Background: an optimization exercise with open tools, aiming at small area, a short achievable clock period and few clock cycles per item. Do not read the settings as production practice.
Only simulation tests tie the RTL to the original design; equivalence was not proved.

### flow/flow/run.sh
#!/bin/bash
# Layout flow: the standard flow (standard.sh: the standard synthesis
# script and ORFS steps, unchanged), with two settings added to config.mk:
#  - SYNTH_HIERARCHICAL 1: each module is mapped by ABC on its own, so the
#    small input-conditioning module is mapped for speed;
set -o pipefail
cp config.mk config_orig.txt
{
  echo "export SYNTH_HIERARCHICAL = 1"
  echo "export SETUP_SLACK_MARGIN = 15"
  echo "export CTS_BUF_LIST = sky130_fd_sc_hd__clkbuf_8"
  echo "export CTS_CLUSTER_SIZE = 30"
} >> config.mk
bash standard.sh > standard.log 2>&1
### flow/standard.sh
#!/bin/bash
# synth_recipe.tcl (not shown) runs the flow's synth.tcl, then flattens the netlist and writes it again
# the make line also repeats each setting of config.mk as NAME=value (left out here)
make -C /OpenROAD-flow-scripts/flow DESIGN_CONFIG=/design/flow/config.mk WORK_HOME=/design/flow/orfs CLKGATE_MAP_FILE= SYNTH_SCRIPT=/design/flow/synth_recipe.tcl "${@:-finish}"
### flow/config.mk
export PLATFORM = sky130hd
export DESIGN_NAME = cordic_magphase
export DESIGN_NICKNAME = cordic_magphase
export VERILOG_FILES = /design/flow/design.v
export SDC_FILE = /design/flow/constraint.sdc
export NUM_CORES = 4
export LEC_CHECK = 0
export CAP_MARGIN = 20
export CORE_MARGIN = 2
export CORE_UTILIZATION = 40
export SLEW_MARGIN = 20
export SYNTH_HIERARCHICAL = 1
export SETUP_SLACK_MARGIN = 15
export CTS_BUF_LIST = sky130_fd_sc_hd__clkbuf_8
export CTS_CLUSTER_SIZE = 30
### flow/constraint.sdc
create_clock -name core_clock -period 20.0 [get_ports {clk}]
set_input_delay 4.0000 -clock core_clock [delete_from_list [all_inputs] [get_ports {clk}]]
set_output_delay 4.0000 -clock core_clock [all_outputs]
set_load 0.01 [all_outputs]
### flow/design.v
module cordic_magphase (
    input  wire        clk,
    input  wire        rst_n,
    input  wire        start,
    input  wire [15:0] x_in,
    input  wire [15:0] y_in,
    output reg         busy,
    output reg         done,
    output wire [31:0] magnitude,
    output wire [31:0] phase
);
    reg [3:0] cnt;
    reg idle;                        
    reg post;                        
    reg wide;                        
    reg [16:0] xr;                   
    reg signed [16:0] yr;            
    reg signed [31:0] zr;
    reg [1:0] nr;                    
    reg [15:0] mag_r;
    reg [30:0] ph_r;
    assign magnitude = {2'b00, mag_r, 14'b0};
    assign phase = {ph_r[30], ph_r};
    wire xneg = x_in[15];
    wire [16:0] xa;
    wire signed [16:0] ya;
    cordic_magphase_negif negx (.v(x_in), .n(xneg), .r(xa));
    cordic_magphase_negif negy (.v(y_in), .n(xneg), .r(ya));
    wire [31:0] zinit = ~xneg ? 32'hE41B7F96 : ya[16] ? 32'hB1D788EE : 32'h165F763E;
    wire d = ~yr[16];                
    wire [16:0] xsh = xr >> cnt;
    wire signed [16:0] ysh = yr >>> cnt;
    wire signed [16:0] ys = d ? yr - xsh : yr + xsh;
    wire [1:0] o = {1'b0, nr[1]} + {1'b0, nr[0]};    
    wire n17 = yr[9];
    wire [4:0] ncnt = {3'd0, o} + ((cnt == 4'd13 && n17) ? 5'd15 : 5'd0);
    wire [16:0] xop = wide ? ysh : {12'd0, ncnt};
    wire xadd = ~wide | d;
    wire [16:0] xs = xadd ? xr + xop : xr - xop;
    wire m0, m1;
    wire [9:0] v2;
    cordic_magphase_narrow narrow (.x(xr), .k(cnt[1:0]), .o(o), .v0(yr[9:0]), .m({m0, m1}), .v2(v2));
    reg [31:0] zt;
    always @* begin
        case (cnt)
        4'd0: zt = d ? 32'h1921FB54 : 32'd0;
        4'd1: zt = d ? 32'h0ED63382 : 32'd0;
        4'd2: zt = d ? 32'h07D6DD7E : 32'd0;
        4'd3: zt = d ? 32'h03FAB752 : 32'd0;
        4'd4: zt = d ? 32'h01FF55C0 : 32'd0;
        4'd5: zt = d ? 32'h00FFEAB6 : 32'd0;
        4'd6: zt = d ? 32'h007FFD50 : 32'd0;
        4'd7: zt = d ? 32'h003FFFB4 : 32'd0;
        4'd8: zt = d ? 32'h001FFFDE : 32'd0;
        4'd9: zt = 32'd0;
        4'd10: case (nr)
            2'd0: zt = 32'h0017FFFC;
            2'd1: zt = 32'h000FFFFE;
            2'd2: zt = 32'h0007FFFE;
            2'd3: zt = 32'h00000000;
            endcase
        4'd11: case (nr)
            2'd0: zt = 32'h0005FFFC;
            2'd1: zt = 32'h0003FFFE;
            2'd2: zt = 32'h0001FFFE;
            2'd3: zt = 32'h00000000;
            endcase
        4'd12: case (nr)
            2'd0: zt = 32'h00017FFC;
            2'd1: zt = 32'h0000FFFE;
            2'd2: zt = 32'h00007FFE;
            2'd3: zt = 32'h00000000;
            endcase
        4'd13: case ({nr, n17})
            3'd0: zt = 32'h00007FE2;
            3'd1: zt = 32'h00005FFC;
            3'd2: zt = 32'h00005FE4;
            3'd3: zt = 32'h00003FFE;
            3'd4: zt = 32'h00003FE4;
            3'd5: zt = 32'h00001FFE;
            3'd6: zt = 32'h00001FE6;
            3'd7: zt = 32'h00000000;
            endcase
        default: begin
            if (zr > 32'sh3243F6A8) zt = 32'h9B7812AF;
            else if (zr < -32'sh3243F6A8) zt = 32'h6487ED51;
            else zt = 32'd0;
        end
        endcase
    end
    wire [31:0] zs = zr + zt;
    function [79:0] csa(input [39:0] a, input [39:0] b, input [39:0] c);
        csa = {a ^ b ^ c, ((a & b) | (a & c) | (b & c)) << 1};
    endfunction
    wire [39:0] X = {23'd0, xr};
    wire [39:0] N = {23'd0, ~xr};
    wire [39:0] s0, c0, s1, c1, s2, c2, s3, c3, s4, c4, s5, c5, s6, c6;
    assign {s0, c0} = csa(X, X << 4, X << 6);
    assign {s1, c1} = csa(X << 10, N << 14, N << 16);
    assign {s2, c2} = csa(X << 19, X << 21, 40'hFD80014000);
    assign {s3, c3} = csa(s0, c0, s1);
    assign {s4, c4} = csa(c1, s2, c2);
    assign {s5, c5} = csa(s3, c3, s4);
    assign {s6, c6} = csa(s5, c5, c4);
    wire [39:0] psum = s6 + c6;
    always @(posedge clk or negedge rst_n) begin
        if (!rst_n) begin
            busy <= 1'b0;
            idle <= 1'b1;
            done <= 1'b0;
            post <= 1'b0;
            wide <= 1'b1;
            cnt  <= 4'd0;
        end else if (idle) begin
            busy <= start;
            idle <= !start;
            done <= 1'b0;
            post <= 1'b0;
            wide <= 1'b1;
            cnt  <= 4'd0;
        end else begin
            cnt  <= cnt + 1'b1;
            busy <= !post;
            idle <= post;
            done <= post;
            post <= (cnt == 4'd13);
            wide <= (cnt < 4'd8);
        end
    end
    always @(posedge clk) begin
        if (idle) begin
            xr <= xa;
            yr <= ya;
        end else begin
            xr <= xs;
            if (wide) yr <= ys;
            else yr[9:0] <= v2;
        end
        nr <= wide ? 2'd0 : {m0, m1};
        zr <= idle ? zinit : zs;
        if (post) begin
            mag_r <= psum[37:22];
            ph_r  <= zs[30:0];
        end
    end
endmodule
module cordic_magphase_negif (
    input  wire [15:0] v,
    input  wire        n,
    output wire [16:0] r
);
    wire [15:0] lo;                  
    assign lo[0] = 1'b0;
    genvar k;
    generate
        for (k = 1; k < 16; k = k + 1) begin : g
            assign lo[k] = |v[k-1:0];
        end
    endgenerate
    assign r[15:0] = v ^ ({16{n}} & lo);
    assign r[16] = v[15] ^ (n & (|v));
endmodule
module cordic_magphase_narrow (
    input  wire [16:0] x,
    input  wire [1:0]  k,
    input  wire [1:0]  o,
    input  wire [9:0]  v0,
    output wire [1:0]  m,
    output wire [9:0]  v2
);
    reg [7:0] hi0;
    reg [6:0] hi1;
    reg lo0, lo1;
    always @* begin
        case (k)
        2'd1: begin hi0 = x[16:9];          hi1 = x[16:10];         lo0 = &x[8:3];  lo1 = &x[9:3];  end
        2'd2: begin hi0 = {2'd0, x[16:11]}; hi1 = {2'd0, x[16:12]}; lo0 = &x[10:3]; lo1 = &x[11:3]; end
        2'd3: begin hi0 = {4'd0, x[16:13]}; hi1 = {4'd0, x[16:14]}; lo0 = &x[12:3]; lo1 = &x[13:3]; end
        default: begin hi0 = {6'd0, x[16:15]}; hi1 = {6'd0, x[16]}; lo0 = &x[14:3]; lo1 = &x[15:3]; end
        endcase
    end
    wire [3:0] xo = {1'b0, x[2:0]} + {2'b0, o};
    wire g0 = xo[3];
    wire g1 = (xo >= 4'd7);
    assign m[1] = v0[9];
    wire cy0 = lo0 & g0;
    wire [10:0] s1 = {v0, 1'b1} + {m[1] ? {2'b0, hi0} : ~{2'b0, hi0}, m[1] ? cy0 : ~cy0};
    wire [9:0] v1 = s1[10:1];
    assign m[0] = v1[9];
    wire cy1 = lo1 & (m[1] ? g1 : g0);
    wire [10:0] s2 = {v1, 1'b1} + {m[0] ? {3'b0, hi1} : ~{3'b0, hi1}, m[0] ? cy1 : ~cy1};
    assign v2 = s2[10:1];
endmodule
==> summary.txt, run 1 <==
critical path launch point type input pin; critical path's slowest cell sky130_fd_sc_hd__nor4_4; kind of end point of the critical path flip-flop; cells traversed along the worst timing path buf_8 > nor4_4 > nand2_2 > o21ai_4 > mux2i_4 > nand3_4 > o41ai_2 > a31o_2 > a211oi_2; router iterations before antenna repair 8; delay-heaviest family, CP compound AO/OA/AOI/OAI gates; number of antenna violations at the first check in global routing 0; FF/Latch Area between 3000 and 4000 sq um; Cell Rows 74; reg2reg end xr[16]; antenna viol nets, final 0; post-synthesis register bit count 124; actual transition at the worst max-transition pin ~1.1 ns; detailed-route DRC error count 0; worst slack, placed between 10 and 15 ns; width of the die ~210 microns; Hold Fails Final Rpt 0; EDFF count, synth 54; area of the mapped netlist ~17000 sq um; largest net degree at the start of global routing between 60 and 70; Port Buffers 84; Most used DFF post-synth sky130_fd_sc_hd__dfxtp_1; overall via count from detail_route roughly 14000; asr flop ratio synth roughly 7.3%; clock latency on the worst-skew pair ~0.5 ns; maximum clock frequency just under 0.2 GHz; worst reg-to-reg path cell count 22; Core Area between 40000 and 50000 sq um; detail-routed via count per cell between 5 and 6; area occupied by multi-input gates 13100 sq um; number of sinks handled by clock tree synthesis approximately 120; run status finished clean; die footprint 43100 sq um; first-pass GRT wire length approximately 74000 microns; synth warn 8; fraction of layout instances using a drive strength above 1 a little over a fifth; setup repair after global routing missed its margin true; headroom to the max-slew limit between 20% and 30%; buffering stage count on the worst path with inverters included 1; via count of the first global-routing pass approximately 14000; total clock buffers created by CTS 17; number of maximum-capacitance constraint violations 0; placed standard-cell area between 15000 and 20000 sq um; Final Max Slew Viols 0; Critical Path Stages 9; critical path peak fanout 6; Area growth, synth to finish 16.0%; post-route fraction of the period consumed by the critical path 25.3%; crit-path max cell delay ~0.34 ns; Worst Skew roughly 0.035 ns; count of mapped cells out of synthesis between 1500 and 2000; CTS Hold Buffers Added 0; total non-filler cell area in the finished layout around 19000 sq um; worst endpoint data arrival time around 5.5 ns; setup slack of the worst register-to-register path approximately 15 ns; startpoint of the worst register-to-register path cnt[1]; CTS HTree Levels 4; clock root buffer sky130_fd_sc_hd__clkbuf_8; worst path required time 20.41 ns; initial core utilization 40.6%; Hold Path End ph_r[0]; final antenna diode count 0; final-layout fill cell count approximately 4000; total global routing track utilization 21.4%; clock tree from TritonCTS built; Remaining Overflow, GRT 0; share of the core filled with cells in the final layout between 40% and 50%; Final Wtd Congestion 0.918; Clk pin slew, worst setup/hold paths around 0.090 ns; average cell area after synthesis about 9 sq um; depth of the worst hold-timing path 1; buffers from clock root to sink, at most 2; Detailed Route Iter0 Violations 1026; final-layout setup total negative slack 0 ns; chip height 208 microns; Worst Slack Setup Final 14.94 ns; # setup viols final 0; final wirelength 47800 microns; wire per inst 19.0 microns; final period demand of the worst path ~5.1 ns; critical path class input pin to flip-flop; share of the yosys chip area belonging to registers a little under a fifth; hold crit path type flip-flop to flip-flop; hold_sp zr[0]; number of nets in the layout approximately 2300; number of top-level pins just over 100; half-perimeter wire length of the detailed placement result 34500 microns; Synth cell types 102
## Yosys stat by module, one instance, submodules excluded
module | flip-flops and latches | cells | area, sq um
cordic_magphase_narrow | 0 | 149 | 1290
cordic_magphase | 124 | 1617 | 14600
cordic_magphase_negif | 0 | 41 | 365
## kinds of logic after synthesis
group / count (synthesis) / share of synthesized area, %
fa+ha+maj: 280 / 24.4
buf+inv: 238 / 6.17
flops: 124 / 18.5
other cells: 1 / 0.0226
xor+xnor: 155 / 8.29
mux: 94 / 8.19
simple gates: 487 / 15.1
compound gates: 469 / 19.3
## per-stage QoR
step	hold slack, ns	instances
final	0.684	2517
after global routing	0.711	2517
after CTS	0.680	2461
after detailed placement	0.631	2405
after global placement	0.615	2405
after floorplan	0.548	1863
## flip-flops by register name, summed over array words and instances, names as in the netlist, 2 cells and up
signal,count
cnt,4
mag_r,16
nr,2
ph_r,31
xr,17
yr,17
zr,32
## area by class of cell
type	count	share of cell area [%]
sequential	124	16.2
tap	532	3.46
multi-input combinational	1501	67.9
clock buffer	17	1.21
timing repair buffer	182	7.52
inverter	145	2.95
timing repair inverter	1	0.0260
clock inverter	15	0.766
## cell usage after synthesis, types with 27 or more instances
library cell               number  share of area [%]
sky130_fd_sc_hd__ha_1         206                 16
sky130_fd_sc_hd__nand2_1      150                3.4
sky130_fd_sc_hd__inv_1        143                3.2
sky130_fd_sc_hd__a21oi_1      113                3.4
sky130_fd_sc_hd__xnor2_1      113                6.0
sky130_fd_sc_hd__nor2_1       110                2.5
sky130_fd_sc_hd__o21ai_0       96                2.9
sky130_fd_sc_hd__fa_1          74                8.9
sky130_fd_sc_hd__dfxtp_1       61                7.4
sky130_fd_sc_hd__edfxtp_1      54                9.8
sky130_fd_sc_hd__clkbuf_1      48                1.1
sky130_fd_sc_hd__xor2_1        41                2.2
sky130_fd_sc_hd__a21o_1        40                1.8
sky130_fd_sc_hd__mux2i_1       39                2.4
sky130_fd_sc_hd__nand3_1       32               0.96
sky130_fd_sc_hd__nor3_1        31               0.93
sky130_fd_sc_hd__o21a_1        29                1.3
sky130_fd_sc_hd__mux4_2        27                3.7
## worst register-to-register path, stage by stage, from the launching register on
cell and delay, ns:
sky130_fd_sc_hd__dfrtp_2 0.50, sky130_fd_sc_hd__clkinvlp_4 0.25, sky130_fd_sc_hd__ha_4 0.29, sky130_fd_sc_hd__and3_1 0.21, sky130_fd_sc_hd__and3_1 0.20, sky130_fd_sc_hd__ha_1 0.18
sky130_fd_sc_hd__a21o_1 0.15, sky130_fd_sc_hd__ha_1 0.26, sky130_fd_sc_hd__nor2_1 0.14, sky130_fd_sc_hd__o31ai_1 0.10, sky130_fd_sc_hd__o41a_1 0.16, sky130_fd_sc_hd__nand2_1 0.10
sky130_fd_sc_hd__a21oi_1 0.08, sky130_fd_sc_hd__xor2_1 0.17, sky130_fd_sc_hd__and2_1 0.17, sky130_fd_sc_hd__ha_1 0.32, sky130_fd_sc_hd__nor2b_1 0.16, sky130_fd_sc_hd__or4_1 0.51
sky130_fd_sc_hd__nand2_1 0.16, sky130_fd_sc_hd__o211ai_1 0.16, sky130_fd_sc_hd__a41oi_1 0.29, sky130_fd_sc_hd__or3_1 0.14, sky130_fd_sc_hd__nand3_1 0.07
## metal layers
metal  part of all wire, %  up-vias  global-route usage (%)
li1                      -     6889                       -
met1                    44     6832                    28.4
met2                    47      443                    35.8
met3                   5.5       91                    3.19
met4                   2.8        0                    6.92
met5                     0        -                       0
## layout by cell type (no fill, tap or decap), types with 12 or more instances in the layout
cell type                  netlist  routed
sky130_fd_sc_hd__a31oi_1        19      17
sky130_fd_sc_hd__nand2_1       150     148
sky130_fd_sc_hd__a21oi_1       113     105
sky130_fd_sc_hd__nor2_1        110     101
sky130_fd_sc_hd__dfxtp_1        61      46
sky130_fd_sc_hd__mux2i_1        39      37
sky130_fd_sc_hd__nand2b_1       16      16
sky130_fd_sc_hd__a21o_1         40      40
sky130_fd_sc_hd__xor2_1         41      41
sky130_fd_sc_hd__o21ai_0        96      82
sky130_fd_sc_hd__clkbuf_8        0      18
sky130_fd_sc_hd__xnor2_1       113     111
sky130_fd_sc_hd__edfxtp_1       54      54
sky130_fd_sc_hd__conb_1          1      16
sky130_fd_sc_hd__mux2_2         21      21
sky130_fd_sc_hd__nor3_1         31      27
sky130_fd_sc_hd__fa_1           74      71
sky130_fd_sc_hd__buf_4          23      75
sky130_fd_sc_hd__nand4_1        23      23
sky130_fd_sc_hd__nand3_1        32      31
sky130_fd_sc_hd__o21a_1         29      29
sky130_fd_sc_hd__inv_1         143     134
sky130_fd_sc_hd__nor2b_1        19      17
sky130_fd_sc_hd__o211ai_1       16      16
sky130_fd_sc_hd__buf_2          10      62
sky130_fd_sc_hd__mux4_2         27      28
sky130_fd_sc_hd__or2_2          12      12
sky130_fd_sc_hd__and2_1         14      14
sky130_fd_sc_hd__ha_1          206     196
## worst max-delay path by stage
stage,to,slack [ns],start
CTS,yr[14],14.91,y_in[3]
global route,zr[19],14.86,y_in[0]
floorplan,zr[23],14.69,y_in[1]
detailed placement,zr[19],13.39,y_in[1]
global placement,zr[19],13.45,y_in[1]
finish,zr[19],14.94,y_in[0]
## timing repair
item / 4_1_cts / 5_1_grt
gates resized for setup: 370 / 101
setup endpoints to repair: 139 / 99
setup buffers: 23 / 53
cloned: 1 / 3
pin swaps: 30 / 51
endpoints found under the hold margin: 0 / 0
Testbench counts, summed over its fixed seeds: cycles 51,200, ops 3,200.
==> run 2: changes to the inputs <==
--- a/flow/flow/run.sh
+++ b/flow/flow/run.sh
@@ -10,4 +10,2 @@
   echo "export SETUP_SLACK_MARGIN = 15"
-  echo "export CTS_BUF_LIST = sky130_fd_sc_hd__clkbuf_8"
-  echo "export CTS_CLUSTER_SIZE = 30"
 } >> config.mk
--- a/flow/config.mk
+++ b/flow/config.mk
@@ -13,3 +13 @@
 export SETUP_SLACK_MARGIN = 15
-export CTS_BUF_LIST = sky130_fd_sc_hd__clkbuf_8
-export CTS_CLUSTER_SIZE = 30
==> run 2 against run 1 <==
Clock skew fell by 0.017 ns. Clock-buffer cell count rose by 1. Area after synthesis did not move. Sequential share of layout area fell by 0.23 points. Flip-flop and latch count did not move. Routed wire length rose by 0.21%. Via count fell by 0.22%. Still clean. Critical path depth did not move. Global-route usage barely moved.
==> summary.txt, run 2 <==
asr flop ratio synth under 10%; Hold Fails Final Rpt 0; Port Buffers between 80 and 90; Adder-Cell Fraction of Synth Area between 20% and 30%; largest net degree at the start of global routing 63; Largest regs zr: 32 flops, ph_r: 31 flops; wire per inst roughly 19 microns; Clk pin slew, worst setup/hold paths about 0.070 ns; antenna viol nets, final 0; width of the die approximately 210 microns; placed standard-cell area ~18000 sq um; chip height 208 microns; actual transition at the worst max-transition pin approximately 1.1 ns; Detailed Route Iter0 Violations roughly 1100; maximum clock frequency between 0.15 and 0.2 GHz; overall via count from detail_route approximately 14000; Final Wtd Congestion roughly 0.92; number of top-level pins just over 100; critical path's slowest cell sky130_fd_sc_hd__nor4_4; total global routing track utilization 21.4%; number of nets in the layout about 2300; detail-routed via count per cell 5.64; number of antenna violations at the first check in global routing 0; final antenna diode count 0; initial core utilization between 40 and 50%; Final Max Slew Viols 0; worst endpoint data arrival time between 5 and 6 ns; compound-gate portion of the synthesized area ~19%; critical path launch point type input pin; area of the mapped netlist between 15000 and 20000 sq um; fraction of layout instances using a drive strength above 1 21.3%; cells traversed along the worst timing path buf_8 > nor4_4 > nand2_2 > o21ai_4 > mux2i_4 > nand3_4 > o41ai_2 > a31o_2 > a211oi_2; most common library cell in the layout ignoring fill and taps sky130_fd_sc_hd__ha_1; post-synthesis register bit count about 120; number of maximum-capacitance constraint violations 0; detailed-route DRC error count 0; headroom to the max-slew limit around a quarter; first-pass GRT wire length ~74000 microns; Cell Rows 74; synth warn 8; clock latency on the worst-skew pair ~0.45 ns; CTS HTree Levels 4; clock tree from TritonCTS built; final-layout setup total negative slack 0 ns; half-perimeter wire length of the detailed placement result 34500 microns; combinational family with the most area after synthesis adder cells; biggest area consumer among synthesized cells sky130_fd_sc_hd__ha_1; crit-path max cell delay approximately 0.34 ns; EDFF count, synth between 50 and 60; portion of synthesized cell area occupied by the leading cell type roughly 16%; xor and xnor fraction of the mapped netlist area approximately 8.3%; clock root buffer sky130_fd_sc_hd__clkbuf_16; Most used DFF post-synth sky130_fd_sc_hd__dfxtp_1; Core Area 40900 sq um; register with the most flip-flops zr; commonest cells after routing, fill and taps aside 195 x sky130_fd_sc_hd__ha_1, 147 x sky130_fd_sc_hd__nand2_1, 134 x sky130_fd_sc_hd__inv_1; router iterations before antenna repair 5; multiplexer share of the synthesized area under 10%; top cells by instance count after synthesis 206 x sky130_fd_sc_hd__ha_1, 150 x sky130_fd_sc_hd__nand2_1, 143 x sky130_fd_sc_hd__inv_1; Worst Skew 0.0185 ns; max FFs per register 32; Synth area leaders sky130_fd_sc_hd__ha_1 16%, sky130_fd_sc_hd__edfxtp_1 9.8%, sky130_fd_sc_hd__fa_1 8.9%; share of the core filled with cells in the final layout approximately 48%; count of mapped cells out of synthesis approximately 1800; total non-filler cell area in the finished layout about 20000 sq um; Remaining Overflow, GRT 0; post-route fraction of the period consumed by the critical path around a quarter; critical path class input pin to flip-flop; share of the yosys chip area belonging to registers between 10% and 20%; number of sinks handled by clock tree synthesis around 120; hold crit path type flip-flop to flip-flop; # setup viols final 0; count leader, synth sky130_fd_sc_hd__ha_1; kind of end point of the critical path flip-flop; setup repair after global routing missed its margin true; run status finished clean; total clock buffers created by CTS 17; average cell area after synthesis approximately 9.0 sq um; simple-gate share of the synthesized area between 10% and 20%; Area growth, synth to finish 17.6%; critical path peak fanout 6; die footprint between 40000 and 50000 sq um; via count of the first global-routing pass between 10000 and 15000; final wirelength between 40000 and 50000 microns; Synth cell types slightly above 100; worst path required time 20.36 ns; buffers from clock root to sink, at most 2; final period demand of the worst path between 5 and 6 ns
run 2: cell count changes in the layout (fill, tap and decap cells not counted), sizes merged:
cell | previous run | this run
buf | 158 | 165
clkbuf | 28 | 30
dlygate4sd2 | 4 | 1
dlymetal6s2s | 1 | 0
inv | 143 | 142
run 2: layout make-up:
cell class	instances	area, sq um
tap	532	666
clock buffer	18	429
fill	3962	21400
timing repair buffer	186	1540
timing repair inverter	1	5.00
inverter	145	568
clock inverter	14	144
sequential	124	3120
multi-input combinational	1501	13100
run 2: per-module statistics from Yosys (local to each module, per instance):
module                  cells inside  copies in the design  flops+latches
cordic_magphase                 1617                     1            124
cordic_magphase_narrow           149                     1              0
cordic_magphase_negif             41                     2              0
run 2: worst max-delay path, delay by kind of cell:
| family | cells | cell delay, ns |
|---|---|---|
| and+or+nand+nor | 3 | 0.62 |
| AOI/OAI and AO/OA | 4 | 0.63 |
| buffers and inverters | 1 | 0.11 |
| muxes | 1 | 0.12 |
run 2: cell families after synthesis:
kind of cell,after synthesis
AND/OR/NAND/NOR,487
AO/OA/AOI/OAI,469
adder cells (fa/ha/maj),280
buffers and inverters,238
XOR/XNOR,155
flip-flops,124
multiplexers,94
other,1
run 2: final timing paths:
kind | from | end | slack, ns | cells past startpoint
setup / recovery | y_in[0] | zr[19] | 14.90 | 9
hold / removal | zr[0] | ph_r[0] | 0.67 | 1
setup reg to reg | nr[0] | yr[8] | 15.15 | 24
hold reg to reg | zr[0] | ph_r[0] | 0.67 | 1
max in group asynchronous | rst_n | post | 15.72 | 1
min in group asynchronous | rst_n | cnt[1] | 3.89 | 1
run 2: routing by layer:
metal / vias to the layer above / GRT usage [%] / share of wire, %
li1: 6897 / - / -
met1: 6820 / 28.4 / 45
met2: 415 / 35.9 / 48
met3: 92 / 3.27 / 5.1
met4: 0 / 6.82 / 2.8
met5: - / 0 / 0
run 2: through the flow:
stage               worst slack [ns]  hold slack, ns  instances
global route                   14.81           0.696       2521
CTS                            14.86           0.664       2461
finish                         14.90           0.670       2521
global placement               13.45           0.615       2405
floorplan                      14.69           0.548       1863
detailed placement             13.39           0.631       2405
run 2: repair_timing:
action,in CTS,in global routing
pin swaps,28,46
buffers inserted,23,56
gates cloned,1,4
hold buffers,0,0
resized for setup,385,108
endpoints found under the setup margin,139,59
==> run 3: changes to the inputs <==
--- a/flow/flow/run.sh
+++ b/flow/flow/run.sh
@@ -9,3 +9,3 @@
   echo "export SYNTH_HIERARCHICAL = 1"
-  echo "export SETUP_SLACK_MARGIN = 15"
+  echo "export SETUP_SLACK_MARGIN = 14.85"
 } >> config.mk
--- a/flow/config.mk
+++ b/flow/config.mk
@@ -12,2 +12,2 @@
 export SYNTH_HIERARCHICAL = 1
-export SETUP_SLACK_MARGIN = 15
+export SETUP_SLACK_MARGIN = 14.85
==> run 3 against run 2 <==
Final cell count fell by 0.83%. Fmax fell by 2.4%. Worst hold slack got worse by 0.092 ns. Worst setup slack got worse by 0.12 ns. Critical path type unchanged.
==> summary.txt, run 3 <==
worst endpoint data arrival time around 5.4 ns; number of antenna violations at the first check in global routing 0; startpoint of the worst register-to-register path xr[3]; max FFs per register 32; hold crit path type flip-flop to flip-flop; CTS HTree Levels 4; total clock buffers created by CTS 17; fraction of layout instances using a drive strength above 1 between 10% and 20%; depth of the worst hold-timing path 1; maximum clock frequency roughly 0.19 GHz; Core Area just over 40000 sq um; CTS Hold Buffers Added 0; initial core utilization between 40 and 50%; EDFF count, synth 54; antenna viol nets, final 0; portion of synthesized cell area occupied by the leading cell type roughly 16%; Final Wtd Congestion 0.905; crit path from y_in[14]; count of mapped cells out of synthesis 1848; asr flop ratio synth 7.26%; via count of the first global-routing pass 13653; worst path required time approximately 20 ns; buffers from clock root to sink, at most 2; headroom to the max-slew limit ~29%; Synth cell types just over 100; met3 global-route usage 3.36%; biggest area consumer among synthesized cells sky130_fd_sc_hd__ha_1; met2 Resource Use GR a little over a third; Cell Rows 74; Port Buffers 84; detailed-route DRC error count 0; die footprint 43100 sq um; area of the mapped netlist around 17000 sq um; kind of end point of the critical path flip-flop; register with the most flip-flops zr; number of nets in the layout 2270; commonest cells after routing, fill and taps aside 197 x sky130_fd_sc_hd__ha_1, 149 x sky130_fd_sc_hd__nand2_1, 135 x sky130_fd_sc_hd__inv_1; reg2reg end mag_r[10]; share of the core filled with cells in the final layout 47.6%; wire per inst 18.7 microns; half-perimeter wire length of the detailed placement result roughly 34000 microns; Final Max Slew Viols 0; area occupied by multi-input gates ~13000 sq um; post-synthesis register bit count approximately 120; clock tree from TritonCTS built; final-layout setup total negative slack 0 ns; Detailed Route Iter0 Violations ~1000; largest net degree at the start of global routing 89; actual transition at the worst max-transition pin ~1.1 ns; run status finished clean; number of maximum-capacitance constraint violations 0; total global routing track utilization 21.3%; top cells by instance count after synthesis 206 x sky130_fd_sc_hd__ha_1, 150 x sky130_fd_sc_hd__nand2_1, 143 x sky130_fd_sc_hd__inv_1; final period demand of the worst path around 5.2 ns; Area growth, synth to finish 17.4%; most common library cell in the layout ignoring fill and taps sky130_fd_sc_hd__ha_1; critical path class input pin to flip-flop; Most used DFF post-synth sky130_fd_sc_hd__dfxtp_1; setup slack of the worst register-to-register path about 15 ns; Remaining Overflow, GRT 0; first-pass GRT wire length ~74000 microns; Hold Fails Final Rpt 0; routing usage on met1 between 20% and 30%; # setup viols final 0; clock latency on the worst-skew pair approximately 0.45 ns; final wirelength ~47000 microns; chip height 208 microns; post-route fraction of the period consumed by the critical path 26.1%; share of the yosys chip area belonging to registers a little under a fifth; FF/Latch Area between 3000 and 4000 sq um; overall via count from detail_route around 14000; number of top-level pins a little over 100; width of the die 208 microns; average cell area after synthesis 8.98 sq um; Clk pin slew, worst setup/hold paths 0.06 ns; Synth area leaders sky130_fd_sc_hd__ha_1 16%, sky130_fd_sc_hd__edfxtp_1 9.8%, sky130_fd_sc_hd__fa_1 8.9%; final-layout fill cell count 3929; critical path peak fanout 3; synth warn 8; clock root buffer sky130_fd_sc_hd__clkbuf_16; router iterations before antenna repair 5; final antenna diode count 0; Largest regs zr: 32 flops, ph_r: 31 flops; critical path launch point type input pin; hold_sp idle; number of sinks handled by clock tree synthesis between 100 and 150; Hold Path End done; setup repair after global routing missed its margin true; worst reg-to-reg path cell count 16; Hold Slack just under 0.6 ns; gr busiest metal met2; count leader, synth sky130_fd_sc_hd__ha_1; Worst Skew approximately 0.017 ns; detail-routed via count per cell between 5 and 6
[run 3: what timing repair did]
action                     CTS  global route
pin swaps                   16            40
buffers inserted            20            38
setup endpoints to repair  133            65
resized for setup          182           106
cloned                       1             2
hold endpoints to repair     0             0
[run 3: layer usage]
metal  vias to the layer above  part of all wire (%)
li1                       6848                     -
met3                        78                   4.9
met4                         0                   2.7
met2                       378                    48
met5                         -                     0
met1                      6805                    45
[run 3: cell type report]
type,count,area share (%)
multi-input cells,1501,67.0
clock inverters,13,0.732
well taps,532,3.42
flip-flops and latches,124,15.9
repair buffers,165,7.81
repair inverters,1,0.0385
clock buffers,19,2.22
inverters,145,2.91
[run 3: worst max-delay path by stage]
| stage | to | slack [ns] | cells after the start |
|---|---|---|---|
| after floorplan | zr[23] | 14.69 | 7 |
| after global placement | zr[19] | 13.37 | 9 |
| after detailed placement | zr[19] | 13.37 | 9 |
| after CTS | zr[19] | 14.79 | 9 |
| after global routing | zr[19] | 14.72 | 9 |
| final | yr[16] | 14.78 | 9 |
[run 3: per-stage QoR]
stage	area (sq um)	setup slack, ns	instances
after floorplan	16700	14.69	1863
after global placement	17900	13.37	2407
after detailed placement	17900	13.37	2407
after CTS	18800	14.79	2460
after global routing	19500	14.72	2500
final	19500	14.78	2500
[run 3: Yosys stat by module, one instance, submodules excluded]
module,flip-flops and latches,cells,copies in the design
cordic_magphase_narrow,0,149,1
cordic_magphase_negif,0,41,2
cordic_magphase,124,1617,1
[run 3: kinds of logic after synthesis]
| kind of cell | count (synthesis) | share of synthesized area, % |
|---|---|---|
| AND/OR/NAND/NOR | 487 | 15.1 |
| AO/OA/AOI/OAI | 469 | 19.3 |
| adder cells (fa/ha/maj) | 280 | 24.4 |
| buffers and inverters | 238 | 6.17 |
| XOR/XNOR | 155 | 8.29 |
| flip-flops | 124 | 18.5 |
| multiplexers | 94 | 8.19 |
| other | 1 | 0.0226 |
[run 3: critical path: stages]
cell,delay [ns]
sky130_fd_sc_hd__dlygate4sd2_1,0.28
sky130_fd_sc_hd__nor4_4,0.29
sky130_fd_sc_hd__nand2_2,0.10
sky130_fd_sc_hd__o21ai_4,0.18
sky130_fd_sc_hd__mux2i_4,0.12
sky130_fd_sc_hd__buf_4,0.18
sky130_fd_sc_hd__buf_6,0.10
sky130_fd_sc_hd__nor2_1,0.08
sky130_fd_sc_hd__a31oi_1,0.05
==> run 4: changes to the inputs <==
--- a/flow/design.v
+++ b/flow/design.v
@@ -28,3 +28,3 @@
     cordic_magphase_negif negy (.v(y_in), .n(xneg), .r(ya));
-    wire [31:0] zinit = ~xneg ? 32'hE41B7F96 : ya[16] ? 32'hB1D788EE : 32'h165F763E;
+    reg cneg, cpos;                  
     wire d = ~yr[16];                
@@ -45,3 +45,11 @@
         case (cnt)
-        4'd0: zt = d ? 32'h1921FB54 : 32'd0;
+        4'd0: case ({cneg, cpos, d})
+            3'b000: zt = 32'h00000000;
+            3'b001: zt = 32'h1921FB54;
+            3'b010: zt = 32'h3243F6A8;
+            3'b011: zt = 32'h4B65F1FC;
+            3'b100: zt = 32'hCDBC0958;
+            3'b101: zt = 32'hE6DE04AC;
+            default: zt = 32'bx;
+            endcase
         4'd1: zt = d ? 32'h0ED63382 : 32'd0;
@@ -133,2 +141,4 @@
             yr <= ya;
+            cneg <= xneg & ya[16];
+            cpos <= xneg & ~ya[16];
         end else begin
@@ -139,3 +149,3 @@
         nr <= wide ? 2'd0 : {m0, m1};
-        zr <= idle ? zinit : zs;
+        zr <= idle ? 32'hE41B7F96 : zs;      
         if (post) begin
==> flow/flow/run.sh (replaced) <==
#!/bin/bash
# Layout flow: the standard flow (standard.sh: the standard synthesis
# script and ORFS steps, unchanged), with settings added to config.mk:
#  - SYNTH_HIERARCHICAL 1: each module is mapped by ABC on its own, so the
#    small modules on the paths from the inputs and the narrow iterations
#    are mapped for speed;
#  - SETUP_SLACK_MARGIN 15: ORFS's repair_timing sizes and buffers the
#    design for 15 ns of setup margin at the 20 ns clock;
set -o pipefail
cp config.mk config_orig.txt
{
  echo "export SYNTH_HIERARCHICAL = 1"
  echo "export SETUP_SLACK_MARGIN = 15"
  echo "export CTS_BUF_LIST = sky130_fd_sc_hd__clkbuf_8"
  echo "export CTS_CLUSTER_SIZE = 30"
} >> config.mk
bash standard.sh > standard.log 2>&1
--- a/flow/config.mk
+++ b/flow/config.mk
@@ -12,2 +12,4 @@
 export SYNTH_HIERARCHICAL = 1
-export SETUP_SLACK_MARGIN = 14.85
+export SETUP_SLACK_MARGIN = 15
+export CTS_BUF_LIST = sky130_fd_sc_hd__clkbuf_8
+export CTS_CLUSTER_SIZE = 30
==> run 4 against run 3 <==
Die area is 1.2% lower. Via count is 0.25% higher. Non-clock buffer count is 51 higher. Final area is 0.12% lower. Worst hold slack better by 0.021 ns.
==> summary.txt, run 4 <==
run status finished clean; number of antenna violations at the first check in global routing 1; clock root buffer sky130_fd_sc_hd__clkbuf_8; Core Area 40600 sq um; Remaining Overflow, GRT 0; clock tree from TritonCTS built; largest net degree at the start of global routing between 100 and 150; critical path class flip-flop to flip-flop; critical path's slowest cell sky130_fd_sc_hd__mux4_2; critical path launch point type flip-flop; met2 Resource Use GR a little under two fifths; worst endpoint data arrival time 5.43 ns; number of sinks handled by clock tree synthesis around 130; register with the most flip-flops zr; Final Max Slew Viols 0; count leader, synth sky130_fd_sc_hd__ha_1; gr busiest metal met2; cells traversed along the worst timing path buf_4 > buf_16 > mux4_2 > mux4_2 > mux2_4 > inv_1 > ha_2 > nand4_1 > nand2b_4 > a21boi_2 > o22a_1 > nor2_1 > ha_1 > and3_1 > a311oi_2 > o21ai_2 > a21o_1 > nand4_1 > nand4b_1 > xnor3_1 > mux2_2; hold_sp zr[0]; portion of synthesized cell area occupied by the leading cell type between 15 and 20%; Synth area leaders sky130_fd_sc_hd__ha_1 16%, sky130_fd_sc_hd__edfxtp_1 10%, sky130_fd_sc_hd__fa_1 9.0%; kind of end point of the critical path flip-flop; actual transition at the worst max-transition pin between 0.9 and 1 ns; antenna viol nets, final 0; total clock buffers created by CTS 17; critical path peak fanout 16; buffering stage count on the worst path with inverters included 3; count of mapped cells out of synthesis 1793; Most used DFF post-synth sky130_fd_sc_hd__dfxtp_1; Cell Rows 74; final-layout fill cell count about 3800; half-perimeter wire length of the detailed placement result approximately 34000 microns; final-layout setup total negative slack 0 ns; final wirelength approximately 48000 microns; number of top-level pins about 100; Detailed Route Iter0 Violations between 800 and 900; crit-path max cell delay about 0.52 ns; synth warn 8; setup slack of the worst register-to-register path 14.95 ns; number of nets in the layout around 2300; top cells by instance count after synthesis 205 x sky130_fd_sc_hd__ha_1, 133 x sky130_fd_sc_hd__nand2_1, 132 x sky130_fd_sc_hd__inv_1; detailed-route DRC error count 0; Area growth, synth to finish 18.7%; startpoint of the worst register-to-register path cnt[0]; most common library cell in the layout ignoring fill and taps sky130_fd_sc_hd__ha_1; Largest regs zr: 32 flops, ph_r: 31 flops; hold crit path type flip-flop to flip-flop; clock latency on the worst-skew pair ~0.49 ns; average cell area after synthesis 9.14 sq um; post-route fraction of the period consumed by the critical path approximately 25%; area of the mapped netlist 16400 sq um; biggest area consumer among synthesized cells sky130_fd_sc_hd__ha_1; # setup viols final 0; wire per inst 19.1 microns; chip height 206 microns; total global routing track utilization ~22%; initial core utilization approximately 40%; Worst Skew between 0.02 and 0.025 ns; via count of the first global-routing pass around 14000; Synth cell types a little over 100; Final Wtd Congestion 0.959; first-pass GRT wire length around 74000 microns; routing usage on met1 28.6%; buffers from clock root to sink, at most 2; EDFF count, synth 56; maximum clock frequency 0.198 GHz; fraction of layout instances using a drive strength above 1 25.0%; max FFs per register 32; setup repair after global routing missed its margin true; Port Buffers 84; detail-routed via count per cell 5.64; commonest cells after routing, fill and taps aside 191 x sky130_fd_sc_hd__ha_1, 129 x sky130_fd_sc_hd__nand2_1, 119 x sky130_fd_sc_hd__inv_1; headroom to the max-slew limit 35.0%; worst path required time slightly above 20 ns; post-synthesis register bit count ~130; width of the die ~210 microns; overall via count from detail_route between 10000 and 15000; die footprint 42600 sq um; number of maximum-capacitance constraint violations 0; delay-heaviest family, CP multiplexers; asr flop ratio synth about 7%; router iterations before antenna repair 5; Hold Slack 0.598 ns; crit path from cnt[0]; Clk pin slew, worst setup/hold paths around 0.10 ns; CTS HTree Levels 4; final period demand of the worst path about 5.1 ns; Hold Fails Final Rpt 0; met3 global-route usage under 10%; share of the yosys chip area belonging to registers a little under a fifth
## run 4: cell count changes after synthesis, sizes merged, moves of 8 or more
cell	before	now
a21o	40	32
a31oi	19	30
clkbuf	48	34
inv	144	133
mux2	25	17
mux2i	39	29
nand2	153	135
nand4	24	15
nor2b	19	35
o211ai	16	4
o21a	29	20
or2	13	30
xor2	42	52
## run 4: what timing repair did
item	in CTS	in global routing
setup buffers	26	89
gates cloned	5	2
hold buffers	0	0
gates resized for setup	366	147
endpoints found under the setup margin	135	88
pin swaps	28	76
## run 4: worst paths after layout
path                       cells after the start      end
setup / recovery                              21   xr[16]
hold / removal                                 1  ph_r[0]
setup reg to reg                              21   xr[16]
hold reg to reg                                1  ph_r[0]
max in group asynchronous                      1     post
min in group asynchronous                      1   cnt[0]
## run 4: stage by stage
step | cell area (sq um) | instances | util [%] | setup slack, ns
after floorplan | 16500 | 1808 | - | 14.80
after global placement | 17600 | 2353 | 43.4 | 14.03
after detailed placement | 17600 | 2353 | 43.4 | 13.81
after CTS | 18300 | 2416 | 45.0 | 14.91
after global routing | 19500 | 2508 | 47.9 | 14.71
final | 19500 | 2508 | 47.9 | 14.95
## run 4: logic make-up (layout without fill, tap and decap cells)
group	Yosys count	in the layout	share of synthesized area (%)
flip-flops	126	126	19.1
AND/OR/NAND/NOR	487	488	15.7
XOR/XNOR	171	171	9.34
buffers and inverters	218	384	5.97
other	1	17	0.0229
multiplexers	75	75	7.11
adder cells (fa/ha/maj)	279	279	24.7
AO/OA/AOI/OAI	436	436	18.1
## run 4: layout make-up
| cell class | instances | area, sq um | share of cell area [%] |
|---|---|---|---|
| antenna | 1 | 2.50 | 0.0129 |
| clock buffer | 17 | 234 | 1.20 |
| clock inverter | 15 | 111 | 0.572 |
| inverter | 135 | 541 | 2.78 |
| multi-input combinational | 1465 | 13000 | 66.6 |
| sequential | 126 | 3200 | 16.4 |
| tap | 532 | 666 | 3.42 |
| timing repair buffer | 216 | 1740 | 8.95 |
| timing repair inverter | 1 | 5.00 | 0.0257 |
## run 4: per-module statistics from Yosys (local to each module, per instance)
module	cells	flops+latches	copies in the design
cordic_magphase	1562	126	1
cordic_magphase_narrow	149	0	1
cordic_magphase_negif	41	0	2
## run 4: layer usage
layer  wire (microns)  vias up
met5                0        -
met3             2700      110
met4             1420        0
li1                 -     6752
met1            20400     6799
met2            23400      483
Testbench counts of run 4, summed over its fixed seeds: cycles 51,200, ops 3,200.
==> run 5: changes to the inputs <==
--- a/flow/design.v
+++ b/flow/design.v
@@ -12,2 +12,3 @@
     reg [3:0] cnt;
+    reg [3:0] sh;                    
     reg idle;                        
@@ -30,4 +31,4 @@
     wire d = ~yr[16];                
-    wire [16:0] xsh = xr >> cnt;
-    wire signed [16:0] ysh = yr >>> cnt;
+    wire [16:0] xsh = xr >> sh;
+    wire signed [16:0] ysh = yr >>> sh;
     wire signed [16:0] ys = d ? yr - xsh : yr + xsh;
@@ -149,2 +150,3 @@
         nr <= wide ? 2'd0 : {m0, m1};
+        sh <= idle ? 4'd0 : sh + 1'b1;
         zr <= idle ? 32'hE41B7F96 : zs;      
==> run 5 against run 4 <==
Register-to-register slack better by 0.20 ns. Worst setup slack better by 0.023 ns. Via count is 1.0% higher. Synthesized cell count is 2.8% higher. Worst hold slack better by 0.036 ns. First-iteration DRC count is 18% higher. Area after synthesis is 1.1% higher. Sequential share of layout area is 0.58 points higher. Clock skew hardly changed. Die area is 1.1% higher. Fmax is 0.46% higher. Final cell count stayed put.
==> summary.txt, run 5 <==
post-route fraction of the period consumed by the critical path approximately a quarter; biggest area consumer among synthesized cells sky130_fd_sc_hd__ha_1; Detailed Route Iter0 Violations around 1000; final period demand of the worst path 5.03 ns; CTS HTree Levels 4; Largest regs zr: 32 flops, ph_r: 31 flops; number of nets in the layout 2278; final wirelength roughly 47000 microns; fraction of layout instances using a drive strength above 1 20.4%; largest net degree at the start of global routing between 70 and 80; count of mapped cells out of synthesis 1844; overall via count from detail_route between 10000 and 15000; total global routing track utilization about a fifth; number of top-level pins between 100 and 150; wire per inst ~19 microns; antenna viol nets, final 0; clock latency on the worst-skew pair roughly 0.5 ns; final-layout fill cell count 3913; critical path class flip-flop to output pin; EDFF count, synth 56; number of sinks handled by clock tree synthesis 130; commonest cells after routing, fill and taps aside 196 x sky130_fd_sc_hd__ha_1, 134 x sky130_fd_sc_hd__nand2_1, 127 x sky130_fd_sc_hd__inv_1; Area growth, synth to finish 15.6%; CTS Hold Buffers Added 0; chip height roughly 210 microns; asr flop ratio synth a little under 7%; share of the yosys chip area belonging to registers 19.4%; Final Wtd Congestion 0.904; via count of the first global-routing pass 13755; Core Area approximately 41000 sq um; worst path required time roughly 16 ns; half-perimeter wire length of the detailed placement result ~35000 microns; maximum clock frequency around 0.20 GHz; Port Buffers 84; final-layout setup total negative slack 0 ns; width of the die a little over 200 microns; Synth area leaders sky130_fd_sc_hd__ha_1 16%, sky130_fd_sc_hd__edfxtp_1 10%, sky130_fd_sc_hd__fa_1 8.9%; Synth cell types 98; critical path launch point type flip-flop; # setup viols final 0; Worst Skew 0.0235 ns; synth warn 8; Final Max Slew Viols 0; Most used DFF post-synth sky130_fd_sc_hd__dfxtp_1; actual transition at the worst max-transition pin a little under 0.8 ns; buffering stage count on the worst path with inverters included 1; max FFs per register 32; portion of synthesized cell area occupied by the leading cell type 15.5%; Worst Slack Setup Final ~15 ns; run status finished clean; initial core utilization between 40 and 50%; cells traversed along the worst timing path buf_2; detail-routed via count per cell about 5.7; most common library cell in the layout ignoring fill and taps sky130_fd_sc_hd__ha_1; final antenna diode count 0; Hold Slack about 0.63 ns; average cell area after synthesis about 9 sq um; die footprint between 40000 and 50000 sq um; critical path's slowest cell sky130_fd_sc_hd__edfxtp_1; top cells by instance count after synthesis 206 x sky130_fd_sc_hd__ha_1, 138 x sky130_fd_sc_hd__nand2_1, 135 x sky130_fd_sc_hd__inv_1; area of the mapped netlist ~17000 sq um; kind of end point of the critical path output pin; Clk pin slew, worst setup/hold paths 0.08 ns; count leader, synth sky130_fd_sc_hd__ha_1; crit-path max cell delay 0.39 ns; register with the most flip-flops zr; worst slack, placed between 10 and 15 ns; clock tree from TritonCTS built; total clock buffers created by CTS 17; setup repair after global routing missed its margin true; worst endpoint data arrival time roughly 1 ns; hold crit path type flip-flop to flip-flop; buffers from clock root to sink, at most 2; number of antenna violations at the first check in global routing 0; critical path peak fanout 2; clock root buffer sky130_fd_sc_hd__clkbuf_8; delay-heaviest family, CP flip-flops; detailed-route DRC error count 0; first-pass GRT wire length between 70000 and 80000 microns; Remaining Overflow, GRT 0; Cell Rows 74; post-synthesis register bit count 130; number of maximum-capacitance constraint violations 0; headroom to the max-slew limit slightly below 50%; Hold Fails Final Rpt 0; router iterations before antenna repair 7
run 5: cell types whose count changed after synthesis, sizes merged, moves of 8 or more:
cell,delta
a21o,-8
a21oi,+19
and3,+9
clkbuf,+10
nand3,+11
xnor2,-8
run 5: cell families after synthesis:
| group | share of synthesized area (%) |
|---|---|
| flip-flops | 19.4 |
| AO/OA/AOI/OAI | 18.1 |
| buffers and inverters | 5.96 |
| adder cells (fa/ha/maj) | 24.5 |
| other | 0.0226 |
| multiplexers | 6.86 |
| XOR/XNOR | 8.86 |
| AND/OR/NAND/NOR | 16.3 |
run 5: final timing paths:
kind | startpoint | end | slack (ns) | cells past startpoint
worst max-delay path | ph_r[30] | phase[30] | 14.97 | 1
worst min-delay path | cnt[0] | cnt[0] | 0.63 | 2
worst max register to register | zr[21] | zr[30] | 15.15 | 17
worst min register to register | cnt[0] | cnt[0] | 0.63 | 2
max in group asynchronous | rst_n | post | 15.83 | 1
min in group asynchronous | rst_n | done | 3.83 | 1
run 5: area by class of cell:
| cell class | count | area (sq um) | area share, % |
|---|---|---|---|
| clock buffer | 17 | 234 | 1.22 |
| timing repair buffer | 172 | 1410 | 7.35 |
| multi-input combinational | 1503 | 12900 | 67.2 |
| inverter | 138 | 543 | 2.83 |
| clock inverter | 15 | 180 | 0.940 |
| sequential | 130 | 3260 | 17.0 |
| timing repair inverter | 1 | 5.00 | 0.0261 |
| tap | 532 | 666 | 3.47 |
run 5: metrics by stage:
stage	instances	util [%]	area, sq um
finish	2508	46.9	19200
detailed placement	2404	43.7	17800
CTS	2465	45.1	18400
global placement	2404	43.7	17800
global route	2508	46.9	19200
floorplan	1859	-	16700
run 5: modules after synthesis (local to each module, per instance):
module	times used	cells
cordic_magphase	1	1613
cordic_magphase_narrow	1	149
cordic_magphase_negif	2	41
run 5: worst min-delay path, cell delays in order, from the launching register on:
cell                      delay [ns]
sky130_fd_sc_hd__dfrtp_2        0.43
sky130_fd_sc_hd__buf_4          0.14
sky130_fd_sc_hd__nor2_1         0.04
run 5: repair_timing:
item | in CTS | in global routing
resized for setup | 324 | 141
setup endpoints to repair | 124 | 93
setup buffers | 27 | 38
cloned | 2 | 5
pin swaps | 21 | 45
run 5: routing by layer:
| metal | part of all wire [%] | vias up | GRT usage, % |
|---|---|---|---|
| met1 | 45 | 6895 | 28.5 |
| met3 | 4.9 | 98 | 2.95 |
| li1 | - | 6824 | - |
| met4 | 3.3 | 0 | 7.64 |
| met5 | 0 | - | 0 |
| met2 | 47 | 472 | 35.2 |
Testbench counts of run 5, summed over its fixed seeds: cycles 51,200, ops 3,200.

==> port drivers added, routing unchanged <==
How much do the figures lean on ideal ports? The routed layouts below were timed once more, with nothing changed but the port constraints. Step 1 (the two cells are an assumption about what drives the block):
set clk [get_ports {clk}]
set_driving_cell -lib_cell sky130_fd_sc_hd__clkbuf_16 $clk
set_driving_cell -lib_cell sky130_fd_sc_hd__buf_2 [delete_from_list [all_inputs] $clk]
Step 2 adds t to the input delays and takes it off the output delays; t is the mean of the earliest and latest rising clock arrival at the registers after step 1. Input paths then give back, and output paths get back, about the clock's delay inside the block. Slacks: ideal / step 1 / step 2; pairs: ideal / step 1.
run | t (ns) | slack for setup (ns) | worst setup path after step 2 | clock arrival spread, ns
run 1 | 0.533 | 14.937 / 14.919 / 14.414 | input to register | 0.040 / 0.040
run 2 | 0.492 | 14.900 / 14.915 / 14.422 | input to register | 0.024 / 0.023
run 3 | 0.494 | 14.777 / 14.810 / 14.316 | input to register | 0.017 / 0.017
run 4 | 0.534 | 14.947 / 14.906 / 14.477 | input to register | 0.025 / 0.025
run 5 | 0.536 | 14.970 / 14.921 / 14.492 | input to register | 0.025 / 0.025
After both steps every run listed still meets setup and hold. For run 1, which loses most, drivers alone change the setup slack by -0.018 ns; drivers and shift together by -0.523 ns.
